Context: an optimization exercise on an open-source flow, tuned for small area and a short achievable clock period. The choices shown serve that exercise and are no tape-out recipe. Function was checked by simulation only, so behaviour that the tests miss may differ from the original. The clock input has no modelled driver; a real chip could not lean on it and would need a root buffer or a full tree. Power and IR drop assume default switching activity.

==> flow/design.v <==
module fifo_32_pre(
	input [4:0] cnt,
	output [4:0] cntInc,
	output [4:0] cntDec,
	output eq2,
	output eq30
	);
	assign cntInc = cnt + 5'd1;
	assign cntDec = cnt - 5'd1;
	assign eq2 = (cnt == 5'd2);
	assign eq30 = (cnt == 5'd30);
endmodule
module fifo_32_nand4(
	input a,
	input b,
	input c,
	input d,
	output y
	);
	assign y = ~(a & b & c & d);
endmodule
module fifo_32_nor2(
	input a,
	input b,
	output y
	);
	assign y = ~(a | b);
endmodule
module fifo_32_ao22(
	input a,
	input b,
	input c,
	input d,
	output y
	);
	assign y = (a & b) | (c & d);
endmodule
module fifo_32_aoi21(
	input a,
	input b,
	input c,
	output y
	);
	assign y = ~((a & b) | c);
endmodule
module fifo_32_aoi22(
	input a,
	input b,
	input c,
	input d,
	output y
	);
	assign y = ~((a & b) | (c & d));
endmodule
module fifo_32_nand3(
	input a,
	input b,
	input c,
	output y
	);
	assign y = ~(a & b & c);
endmodule
module fifo_32_and3(
	input a,
	input b,
	input c,
	output y
	);
	assign y = a & b & c;
endmodule
module fifo_32(
	clock,
	reset,
	write,
	datain,
	read,
	dataout,
	full,
	empty
	);
	input clock;
	input reset;
	input write, read;
	input [7:0] datain;
	output [7:0] dataout;
	output full, empty;
	reg [255:0] buffer;
	reg [3:0] wLo;
	reg [7:0] wHi;
	reg [31:0] rSel;
	reg [4:0] cnt;
	reg fullR, emptyR, nFull, nEmpty, aeR, afR;
	reg [7:0] dataoutReg;
	assign dataout = dataoutReg;
	assign full = fullR;
	assign empty = emptyR;
	wire writeEn = write & nFull;
	wire readEn = read & nEmpty;
	wire [4:0] cntInc, cntDec;
	wire eq2, eq30;
	fifo_32_pre u_pre(
		.cnt(cnt), .cntInc(cntInc), .cntDec(cntDec),
		.eq2(eq2), .eq30(eq30));
	wire wAdv = writeEn & ~reset;
	wire wHold = ~writeEn & ~reset;
	wire wWrap = writeEn & wLo[3];
	wire wHiAdv = wWrap & ~reset;
	wire wHiHold = ~wWrap & ~reset;
	wire [3:0] wLoNext;
	wire [7:0] wHiNext;
	wire [7:0] wHiF = wHi & {8{nFull}};
	genvar g, b;
	generate
		for (g = 0; g < 4; g = g + 1) begin : gwlo
			wire ring;
			fifo_32_ao22 u_s(
				.a(wAdv), .b(wLo[(g + 3) % 4]),
				.c(wHold), .d(wLo[g]), .y(ring));
			if (g == 0) begin : g0
				assign wLoNext[g] = ring | reset;
			end else begin : gn
				assign wLoNext[g] = ring;
			end
		end
		for (g = 0; g < 8; g = g + 1) begin : gwhi
			wire ring;
			fifo_32_ao22 u_s(
				.a(wHiAdv), .b(wHi[(g + 7) % 8]),
				.c(wHiHold), .d(wHi[g]), .y(ring));
			if (g == 0) begin : g0
				assign wHiNext[g] = ring | reset;
			end else begin : gn
				assign wHiNext[g] = ring;
			end
		end
	endgenerate
	always @(posedge clock) begin
		wLo <= wLoNext;
		wHi <= wHiNext;
	end
	wire [31:0] rowWe, rowWeN;
	wire [255:0] bufferNext;
	generate
		for (g = 0; g < 32; g = g + 1) begin : gwe
			fifo_32_and3 u_we(.a(write), .b(wLo[g % 4]), .c(wHiF[g / 4]), .y(rowWe[g]));
			fifo_32_nand3 u_wen(.a(write), .b(wLo[g % 4]), .c(wHiF[g / 4]), .y(rowWeN[g]));
			for (b = 0; b < 8; b = b + 1) begin : gbit
				fifo_32_ao22 u_d(
					.a(rowWe[g]), .b(datain[b]),
					.c(rowWeN[g]), .d(buffer[8*g + b]),
					.y(bufferNext[8*g + b]));
			end
		end
	endgenerate
	always @(posedge clock) begin
		buffer <= bufferNext;
	end
	wire [8*16-1:0] pairN;
	wire [8*4-1:0] oct;
	wire [8*2-1:0] halfN;
	wire readOkN = ~(read & nEmpty & ~reset);
	wire [7:0] dataoutNext;
	generate
		for (b = 0; b < 8; b = b + 1) begin : gbitr
			for (g = 0; g < 16; g = g + 1) begin : gpair
				fifo_32_aoi22 u_p(
					.a(buffer[16*g + b]), .b(rSel[2*g]),
					.c(buffer[16*g + 8 + b]), .d(rSel[2*g+1]),
					.y(pairN[8*g + b]));
			end
			for (g = 0; g < 4; g = g + 1) begin : goct
				fifo_32_nand4 u_o(
					.a(pairN[32*g + b]), .b(pairN[32*g + 8 + b]),
					.c(pairN[32*g + 16 + b]), .d(pairN[32*g + 24 + b]),
					.y(oct[8*g + b]));
			end
			for (g = 0; g < 2; g = g + 1) begin : ghalf
				fifo_32_nor2 u_h(
					.a(oct[16*g + b]), .b(oct[16*g + 8 + b]),
					.y(halfN[8*g + b]));
			end
			fifo_32_aoi21 u_d(.a(halfN[b]), .b(halfN[8 + b]), .c(readOkN), .y(dataoutNext[b]));
		end
	endgenerate
	wire rAdv = readEn & ~reset;
	wire rHold = ~readEn & ~reset;
	wire [31:0] rSelNext;
	generate
		for (g = 0; g < 32; g = g + 1) begin : gsel
			wire ring;
			fifo_32_ao22 u_s(
				.a(rAdv), .b(rSel[(g + 31) % 32]),
				.c(rHold), .d(rSel[g]), .y(ring));
			if (g == 0) begin : g0
				assign rSelNext[g] = ring | reset;
			end else begin : gn
				assign rSelNext[g] = ring;
			end
		end
	endgenerate
	always @(posedge clock) begin
		rSel <= rSelNext;
		dataoutReg <= dataoutNext;
	end
	wire onlyW = writeEn & ~readEn;
	wire onlyR = readEn & ~writeEn;
	wire emptyNext = ~writeEn & (~nEmpty | (read & aeR));
	wire fullNext = ~readEn & (~nFull | (write & afR));
	always @(posedge clock) begin
		if (reset) begin
			cnt <= 5'd0;
			fullR <= 1'b0;
			nFull <= 1'b1;
			emptyR <= 1'b1;
			nEmpty <= 1'b0;
			aeR <= 1'b0;
			afR <= 1'b0;
		end
		else begin
			if (onlyW) cnt <= cntInc;
			else if (onlyR) cnt <= cntDec;
			emptyR <= emptyNext;
			nEmpty <= ~emptyNext;
			fullR <= fullNext;
			nFull <= ~fullNext;
			if (onlyW) begin
				aeR <= ~nEmpty;
				afR <= eq30;
			end
			else if (onlyR) begin
				aeR <= eq2;
				afR <= ~nFull;
			end
		end
	end
endmodule
clock: 3.5 ns
lec_check: 0
cap_margin: 20
core_margin: 2
core_utilization: 60
setup_slack_margin: 2.1
slew_margin: 20
synth_hierarchical: 1
standard.sh (not shown) runs the stock make flow with config.mk's settings and CLKGATE_MAP_FILE= SYNTH_SCRIPT=/design/flow/synth_recipe.tcl, a recipe that flattens the netlist after the stock synthesis.
==> flow/flow/run.sh <==
#!/bin/bash
# Standard layout (the standard.sh) with these changes:
#  - flow/fp_pre.tcl sets the synthesised combinational cells to drive
#    strength 1 before floorplanning (the resizer upsizes what timing needs);
#  - port buffers are buf_2 (the default choice is a slow delay cell);
#  - the clock tree is built without dummy loads, from larger sink clusters;
#  - flow/cts_pre.tcl then removes the middle level of the clock tree, so the
#    root buffer drives the leaf buffers directly (every register still sees
#    two buffers from the clock port, balanced), and splits the root into one
#    root buffer per quadrant, each driven by the clock port.
set -uo pipefail
HERE=$(pwd)
bash standard.sh "BUFFER_PORTS_ARGS=-buffer_cell sky130_fd_sc_hd__buf_2" \
  "PRE_FLOORPLAN_TCL=$HERE/flow/fp_pre.tcl" \
  "PRE_CTS_TCL=$HERE/flow/cts_pre.tcl" \
  "CTS_ARGS=-sink_clustering_enable -repair_clock_nets -dont_use_dummy_load -sink_clustering_size 30 -sink_clustering_max_diameter 100 -buf_list sky130_fd_sc_hd__clkbuf_16" \
  finish > make_finish.log 2>&1
Other scripts of this flow, unchanged in this note and not shown: flow/flow/cts_pre.tcl, flow/flow/fp_pre.tcl
==> next run, changes <==
--- a/flow/design.v
+++ b/flow/design.v
@@ -48,20 +48,12 @@
 	input b,
 	input c,
 	input d,
 	output y
 	);
 	assign y = ~((a & b) | (c & d));
-endmodule
-module fifo_32_nand3(
-	input a,
-	input b,
-	input c,
-	output y
-	);
-	assign y = ~(a & b & c);
 endmodule
 module fifo_32_and3(
 	input a,
 	input b,
 	input c,
 	output y
@@ -106,13 +98,13 @@
 	wire wWrap = writeEn & wLo[3];
 	wire wHiAdv = wWrap & ~reset;
 	wire wHiHold = ~wWrap & ~reset;
 	wire [3:0] wLoNext;
 	wire [7:0] wHiNext;
 	wire [7:0] wHiF = wHi & {8{nFull}};
-	genvar g, b;
+	genvar g;
 	generate
 		for (g = 0; g < 4; g = g + 1) begin : gwlo
 			wire ring;
 			fifo_32_ao22 u_s(
 				.a(wAdv), .b(wLo[(g + 3) % 4]),
 				.c(wHold), .d(wLo[g]), .y(ring));
@@ -135,36 +127,32 @@
 		end
 	endgenerate
 	always @(posedge clock) begin
 		wLo <= wLoNext;
 		wHi <= wHiNext;
 	end
-	wire [31:0] rowWe, rowWeN;
-	wire [255:0] bufferNext;
+	wire [31:0] rowWe;
 	generate
 		for (g = 0; g < 32; g = g + 1) begin : gwe
 			fifo_32_and3 u_we(.a(write), .b(wLo[g % 4]), .c(wHiF[g / 4]), .y(rowWe[g]));
-			fifo_32_nand3 u_wen(.a(write), .b(wLo[g % 4]), .c(wHiF[g / 4]), .y(rowWeN[g]));
-			for (b = 0; b < 8; b = b + 1) begin : gbit
-				fifo_32_ao22 u_d(
-					.a(rowWe[g]), .b(datain[b]),
-					.c(rowWeN[g]), .d(buffer[8*g + b]),
-					.y(bufferNext[8*g + b]));
-			end
-		end
-	endgenerate
-	always @(posedge clock) begin
-		buffer <= bufferNext;
+		end
+	endgenerate
+	integer k;
+	always @(posedge clock) begin
+		for (k = 0; k < 32; k = k + 1)
+			if (rowWe[k])
+				buffer[8*k +: 8] <= datain;
 	end
 	wire [8*16-1:0] pairN;
 	wire [8*4-1:0] oct;
 	wire [8*2-1:0] halfN;
 	wire readOkN = ~(read & nEmpty & ~reset);
 	wire [7:0] dataoutNext;
-	generate
-		for (b = 0; b < 8; b = b + 1) begin : gbitr
+	genvar b;
+	generate
+		for (b = 0; b < 8; b = b + 1) begin : gbit
 			for (g = 0; g < 16; g = g + 1) begin : gpair
 				fifo_32_aoi22 u_p(
 					.a(buffer[16*g + b]), .b(rSel[2*g]),
 					.c(buffer[16*g + 8 + b]), .d(rSel[2*g+1]),
 					.y(pairN[8*g + b]));
 			end
=> The new run finished clean. Die area goes up slightly. Final cell count goes down by a quarter to a third. First-iteration DRC count goes down by well over a third. Worst setup slack loses 0.0049 ns. Sequential power goes up by a little under a tenth. Routed wire length goes down by a quarter to a third. Synthesized cell count goes down by a quarter to a third. Total power goes up slightly. Via count goes down by a quarter to a third. Core utilization goes down by 1.7 points. Global-route usage goes down by 8.3 points. Sequential share of layout area goes up by 20 points. Hold slack loses 0.011 ns.

static timing again, ports no longer ideal:
The flow's constraints put no driver on any port. The routed layouts listed below were extracted and timed again, unchanged, in two steps. Step 1 sets driving cells, clkbuf_16 on the clock port and buf_2 on the other inputs (assumed; they add their load-dependent delay and slew). Step 2 also shifts input and output timing later by t, the mid clock arrival at the registers, as if the neighbouring blocks saw the same clock. Three values: no drivers, after step 1, after step 2; two values: the first two.
| run | t, ns | setup WS [ns] | latest minus earliest clock arrival (ns) |
|---|---|---|---|
| the first run | 0.400 | 2.036 / 1.937 / 1.675 | 0.037 / 0.036 |
| the second run | 0.398 | 2.031 / 1.936 / 1.672 | 0.032 / 0.032 |
After both steps every run listed still meets setup and hold. For the first run, which loses most, drivers alone change the setup slack by -0.099 ns; drivers and shift together by -0.361 ns.
